Source: an optimization exercise on an open RTL-to-GDS flow (aim: small area). Production flows keep margins and buffers that such runs may drop.
In this exercise RTL edits were held to simulation tests only and were not proved equivalent to the original.
The flow treats the clock pin as an ideal source. Dropping or thinning the clock tree relies on that and would not hold on a real chip.
Power is estimated from default activity; no workload was simulated.

==> flow/design.v <==
`timescale 1ns / 1ps
module pcie_cq_engine_64_dword(
  input                               CLK                   ,
  input                               RST_N                 ,
  input      [64-1:0]   M_AXIS_CQ_TDATA       ,
  input                               M_AXIS_CQ_TLAST       ,
  input                               M_AXIS_CQ_TVALID      ,
  input  [88-1:0]   M_AXIS_CQ_TUSER       ,
  input      [64 / 32-1:0]   M_AXIS_CQ_TKEEP       ,
  output                              M_AXIS_CQ_TREADY      ,
  input                       [5:0]   PCIE_CQ_NP_REQ_COUNT  ,
  output                              PCIE_CQ_NO_REQ        ,
  input                               MEM_WR_BUSY           ,
  output     [64-1:0]   MEM_WR_DATA           ,
  output     [32-1:0]   MEM_WR_ADDR           ,
  output     [64 / 8-1:0]   MEM_WR_KEEP           ,
  output                              MEM_WR_VALD           ,
  output                              MEM_WR_ERRO           ,
  output                              MEM_WR_LAST           ,
  output                    [7:0]     st_test
);
reg   [1:0]   st        ;
reg   [63:0]  rData     ;
reg   [7:0]   rKeep     ;
reg           rVald     ;
reg           rBusy0    ;    
reg   [30:0]  rAddr     ;    
reg   [10:0]  rLeftN    ;    
wire beat  = M_AXIS_CQ_TVALID ;
wire sIdle = ~st[1] & ~st[0]  ;
wire sHdr  =  st[1] & ~st[0]  ;
wire sPay  =  st[1] &  st[0]  ;
wire sWait = ~st[1] &  st[0]  ;
wire hdrOk = (M_AXIS_CQ_TDATA[14:11] == 4'b0001) && (M_AXIS_CQ_TDATA[10:0] != 11'd0) ;
wire lastBeat = beat & M_AXIS_CQ_TLAST ;
wire fall  = rLeftN[9] & ~rBusy0 ;
always @(posedge CLK) begin
  if ( !RST_N )
    st <= 2'b00 ;
  else if ( sIdle )
    st <= (beat && M_AXIS_CQ_TUSER[40]) ? 2'b10 : 2'b00 ;
  else if ( sHdr )
    st <= beat ? (hdrOk ? 2'b11 : 2'b00) : 2'b10 ;
  else if ( sPay )
    st <= lastBeat ? 2'b01 : 2'b11 ;
  else
    st <= fall ? 2'b00 : 2'b01 ;
end
always @(posedge CLK) begin
  rVald <= RST_N & sPay & beat ;
end
always @(posedge CLK) begin
  rData  <= M_AXIS_CQ_TDATA        ;
  rKeep  <= M_AXIS_CQ_TUSER[15:8]  ;
  rBusy0 <= MEM_WR_BUSY            ;
end
wire        left2 = ~&rLeftN[10:1] ;
wire        inc2  = rVald & left2 ;
wire        inc1  = rVald & ~left2 & ~rLeftN[0] ;
wire [30:1] ac ;
genvar i ;
assign ac[1] = inc2 | (inc1 & rAddr[0]) ;
assign ac[2] = ac[1] & rAddr[1] ;
assign ac[3] = ac[2] & rAddr[2] ;
assign ac[4] = ac[3] & rAddr[3] ;
assign ac[5] = ac[4] & rAddr[4] ;
assign ac[6] = ac[5] & rAddr[5] ;
assign ac[7] = ac[6] & rAddr[6] ;
assign ac[8] = ac[7] & rAddr[7] ;
assign ac[9] = ac[1] & (&rAddr[8:1]) ;
assign ac[10] = ac[9] & rAddr[9] ;
assign ac[11] = ac[10] & rAddr[10] ;
assign ac[12] = ac[11] & rAddr[11] ;
assign ac[13] = ac[12] & rAddr[12] ;
assign ac[14] = ac[13] & rAddr[13] ;
assign ac[15] = ac[14] & rAddr[14] ;
assign ac[16] = ac[15] & rAddr[15] ;
assign ac[17] = ac[9] & (&rAddr[16:9]) ;
assign ac[18] = ac[17] & rAddr[17] ;
assign ac[19] = ac[18] & rAddr[18] ;
assign ac[20] = ac[19] & rAddr[19] ;
assign ac[21] = ac[20] & rAddr[20] ;
assign ac[22] = ac[21] & rAddr[21] ;
assign ac[23] = ac[22] & rAddr[22] ;
assign ac[24] = ac[23] & rAddr[23] ;
assign ac[25] = ac[17] & (&rAddr[24:17]) ;
assign ac[26] = ac[25] & rAddr[25] ;
assign ac[27] = ac[26] & rAddr[26] ;
assign ac[28] = ac[27] & rAddr[27] ;
assign ac[29] = ac[28] & rAddr[28] ;
assign ac[30] = ac[29] & rAddr[29] ;
wire [10:1] lb ;
assign lb[1] = inc2 ;
generate for (i = 2; i <= 10; i = i + 1) begin : g_lb
  assign lb[i] = lb[i-1] & rLeftN[i-1] ;
end endgenerate
always @(posedge CLK) begin
  if ( !st[1] )                       
    rAddr <= {1'b0, M_AXIS_CQ_TDATA[31:2]} ;
  else
    rAddr <= {rAddr[30:1] ^ ac, rAddr[0] ^ inc1} ;
end
always @(posedge CLK) begin
  if ( !st[0] )                       
    rLeftN <= ~M_AXIS_CQ_TDATA[10:0] ;
  else begin
    rLeftN[8:0] <= {rLeftN[8:1] ^ lb[8:1], rLeftN[0] | inc1} ;
    rLeftN[10]  <= lastBeat ? M_AXIS_CQ_TUSER[41] : rLeftN[10] ^ lb[10] ;
    rLeftN[9]   <= (lastBeat | ~st[1]) ? rBusy0 : rLeftN[9] ^ lb[9] ;
  end
end
assign M_AXIS_CQ_TREADY = 1'b1 ;
assign PCIE_CQ_NO_REQ   = 1'b0 ;
assign st_test          = {6'd0, st} ;
assign MEM_WR_DATA      = rData ;
assign MEM_WR_ADDR      = {1'b0, rAddr} ;
assign MEM_WR_KEEP      = rKeep ;
assign MEM_WR_VALD      = rVald ;
assign MEM_WR_LAST      = ~st[1] ;
assign MEM_WR_ERRO      = ~st[1] & rLeftN[10] ;
endmodule
==> flow/config.mk <==
export PLATFORM = sky130hd
export DESIGN_NAME = pcie_cq_engine_64_dword
export DESIGN_NICKNAME = pcie_cq_engine_64_dword
export VERILOG_FILES = /design/flow/design.v
export SDC_FILE = /design/flow/constraint.sdc
export NUM_CORES = 4
export LEC_CHECK = 0
export CAP_MARGIN = 20
export CORE_MARGIN = 2
export CORE_UTILIZATION = 40
export GPL_ROUTABILITY_DRIVEN = 0
export GPL_TIMING_DRIVEN = 0
export SLEW_MARGIN = 20
==> flow/constraint.sdc <==
create_clock -name core_clock -period 4.0 [get_ports {CLK}]
set_input_delay 0.8000 -clock core_clock [delete_from_list [all_inputs] [get_ports {CLK}]]
set_output_delay 0.8000 -clock core_clock [all_outputs]
set_load 0.01 [all_outputs]
standard.sh (not shown) runs the stock make flow with config.mk's settings and CLKGATE_MAP_FILE= SYNTH_SCRIPT=/design/flow/synth_recipe.tcl, a recipe that flattens the netlist after the stock synthesis.
==> flow/flow/run.sh <==
#!/bin/bash
# ORFS layout (the standard.sh) with these changes:
#  - synthesis: the standard flow's synthesis script unchanged, except that ABC maps the
#    combinational logic with its area mapper (flow/abc_area_map.script);
#  - 1-unit port buffers;
#  - tie cells kept as synthesised (one per value);
#  - a hand-built clock tree (flow/manual_cts.tcl) instead of TritonCTS.
# All tool output goes to standard_flow.log here (and ORFS's per-step logs
# under orfs/logs).
set -euo pipefail
here=$(pwd)

cat > "$here/own_synth.tcl" <<EOT
# synth_recipe.tcl with ABC's -script argument replaced
proc abc {args} {
  set i [lsearch -exact \$args -script]
  if {\$i >= 0} { set args [lreplace \$args [expr {\$i + 1}] [expr {\$i + 1}] $here/flow/abc_area_map.script] }
  yosys abc {*}\$args
}
source $here/synth_recipe.tcl
EOT
sed "s#SYNTH_SCRIPT=[^ ]*#SYNTH_SCRIPT=$here/own_synth.tcl#" standard.sh > "$here/own_standard.sh"
grep -q "SYNTH_SCRIPT=$here/own_synth.tcl" "$here/own_standard.sh"

export BUFFER_PORTS_ARGS="-buffer_cell sky130_fd_sc_hd__buf_1"
export SKIP_REPAIR_TIE_FANOUT=1
export PRE_CTS_TCL=$here/flow/pre_cts.tcl
export MCTS_ROOT=
export MCTS_LEAF=sky130_fd_sc_hd__clkbuf_16
export MCTS_NLEAF=4
bash "$here/own_standard.sh" finish > "$here/standard_flow.log" 2>&1
==> flow/flow/abc_area_map.script <==
strash
dch -f
amap
topo
stime -c
Other scripts of this flow, unchanged in this note and not shown: flow/flow/manual_cts.tcl, flow/flow/pre_cts.tcl
Then changed:
==> flow/flow/run.sh (replaced) <==
#!/bin/bash
# ORFS layout (the standard.sh) with: 1-unit port buffers, tie cells kept as
# synthesised (one per value), and a hand-built two-level clock tree.
set -euo pipefail
here=$(pwd)
export BUFFER_PORTS_ARGS="-buffer_cell sky130_fd_sc_hd__buf_1"
export SKIP_REPAIR_TIE_FANOUT=1
export PRE_CTS_TCL=$here/flow/pre_cts.tcl
export MCTS_ROOT=
export MCTS_LEAF=sky130_fd_sc_hd__clkbuf_16
export MCTS_NLEAF=4
bash standard.sh finish > $here/standard_flow.log 2>&1
--- a/flow/config.mk
+++ b/flow/config.mk
@@ -9,5 +9,3 @@
 export CORE_MARGIN = 2
 export CORE_UTILIZATION = 40
-export GPL_ROUTABILITY_DRIVEN = 0
-export GPL_TIMING_DRIVEN = 0
 export SLEW_MARGIN = 20
removed: flow/flow/abc_area_map.script
Outcome: The new run completed with no timing, DRC or antenna violations. Utilization came out lower by 0.63 points. Cell area came out higher slightly. Die area came out higher by a few percent. Global-route usage came out higher by 0.30 points. Sequential power stays flat. First-iteration DRC count came out lower by a quarter to a third. Area after synthesis came out higher by a few percent. Routed wire length came out higher by a few percent. Cell count came out lower by a few percent. Power came out higher slightly. Register-to-register slack loses 0.21 ns.
No run of this note takes its clock network from TritonCTS; it comes from the design's own scripts or RTL.


RTL: the design.v shown in full above, as it stands there.
Settings: LEC_CHECK=0, CAP_MARGIN=20, CORE_MARGIN=2, CORE_UTILIZATION=40, SLEW_MARGIN=20; clock period 4.0 ns.
==> flow/flow/run.sh <==
#!/bin/bash
# ORFS layout (the standard.sh) with these changes:
#  - synthesis: the standard flow's synthesis script unchanged, except that ABC maps the
#    combinational logic with its area mapper (flow/abc_area_map.script),
#    and half/full adder cells are not used, so the adders are mapped by ABC
#    with the rest of the logic;
#  - 1-unit port buffers;
#  - tie cells kept as synthesised (one per value);
#  - a hand-built clock tree (flow/manual_cts.tcl) instead of TritonCTS.
# All tool output goes to standard_flow.log here (and ORFS's per-step logs
# under orfs/logs).
set -euo pipefail
here=$(pwd)

cat > "$here/own_synth.tcl" <<EOT
# synth_recipe.tcl with ABC's -script argument replaced, and no adder cells
set ::env(DONT_USE_CELLS) "\$::env(DONT_USE_CELLS) sky130_fd_sc_hd__ha_1 sky130_fd_sc_hd__ha_2 sky130_fd_sc_hd__ha_4 sky130_fd_sc_hd__fa_1 sky130_fd_sc_hd__fa_2 sky130_fd_sc_hd__fa_4"
proc abc {args} {
  set i [lsearch -exact \$args -script]
  if {\$i >= 0} { set args [lreplace \$args [expr {\$i + 1}] [expr {\$i + 1}] $here/flow/abc_area_map.script] }
  yosys abc {*}\$args
}
source $here/synth_recipe.tcl
EOT
sed "s#SYNTH_SCRIPT=[^ ]*#SYNTH_SCRIPT=$here/own_synth.tcl#" standard.sh > "$here/own_standard.sh"
grep -q "SYNTH_SCRIPT=$here/own_synth.tcl" "$here/own_standard.sh"

export BUFFER_PORTS_ARGS="-buffer_cell sky130_fd_sc_hd__buf_1"
export SKIP_REPAIR_TIE_FANOUT=1
export PRE_CTS_TCL=$here/flow/pre_cts.tcl
export MCTS_ROOT=
export MCTS_LEAF=sky130_fd_sc_hd__clkbuf_16
export MCTS_NLEAF=4
bash "$here/own_standard.sh" finish > "$here/standard_flow.log" 2>&1
Other scripts of this flow, unchanged in this note and not shown: flow/flow/abc_area_map.script, flow/flow/manual_cts.tcl, flow/flow/pre_cts.tcl
The first run went through all stages and came out clean.
Change:
--- a/flow/flow/run.sh
+++ b/flow/flow/run.sh
@@ -4,3 +4 @@
-#    combinational logic with its area mapper (flow/abc_area_map.script),
-#    and half/full adder cells are not used, so the adders are mapped by ABC
-#    with the rest of the logic;
+#    combinational logic with its area mapper (flow/abc_area_map.script);
@@ -16,2 +14 @@
-# synth_recipe.tcl with ABC's -script argument replaced, and no adder cells
-set ::env(DONT_USE_CELLS) "\$::env(DONT_USE_CELLS) sky130_fd_sc_hd__ha_1 sky130_fd_sc_hd__ha_2 sky130_fd_sc_hd__ha_4 sky130_fd_sc_hd__fa_1 sky130_fd_sc_hd__fa_2 sky130_fd_sc_hd__fa_4"
+# synth_recipe.tcl with ABC's -script argument replaced
Result: The new run ran to the end with no violations. Die area increases slightly. Sequential cell count is unchanged. Routed wire length shrinks by roughly a tenth. Global-route usage shrinks by 1.6 points. Design area fell slightly. Clock power fell slightly. Synthesized area rises slightly. Critical path depth falls by 14. Combinational power barely changes.
Change:
CAP_MARGIN = 0   (was 20)
SLEW_MARGIN = 0   (was 20)
After rerunning: Core utilization stays the same. Fmax does not change. Die area is unchanged. Clock power barely changes. Cell count stays the same. Cell area is unchanged. First-iteration DRC count stays the same. Combinational power hardly moves. Setup slack is unchanged.
In every run of this note, the design's own scripts or RTL, not TritonCTS, make the clock network.

## port drivers added, routing unchanged
The results above use ideal ports. As a check the final layouts listed here were re-extracted and re-timed, cells and wires unchanged.
Step 1 assumes that a clkbuf_16 drives the clock port and a buf_2 every other input.
Step 2 adds t to the input delays and takes it off the output delays; t is the mean of the earliest and latest rising clock arrival at the registers after step 1. Input paths then give back, and output paths get back, about the clock's delay inside the block.
Slacks: ideal ports / drivers / drivers and shift; pairs: ideal ports / drivers.
| run | t, ns | setup WS [ns] | worst data-port slew with drivers (ns) |
|---|---|---|---|
| the first run of note 1 | 0.239 | 0.786 / 0.786 / 0.786 | 0.04 |
| the second run of note 1 | 0.243 | 0.575 / 0.575 / 0.575 | 0.07 |
| the first run of note 2 | 0.242 | 0.463 / 0.463 / 0.463 | 0.06 |
| the second run of note 2 | 0.239 | 0.754 / 0.754 / 0.754 | 0.04 |
| the third run of note 2 | 0.239 | 0.754 / 0.754 / 0.754 | 0.04 |
After both steps every run listed still meets setup and hold.
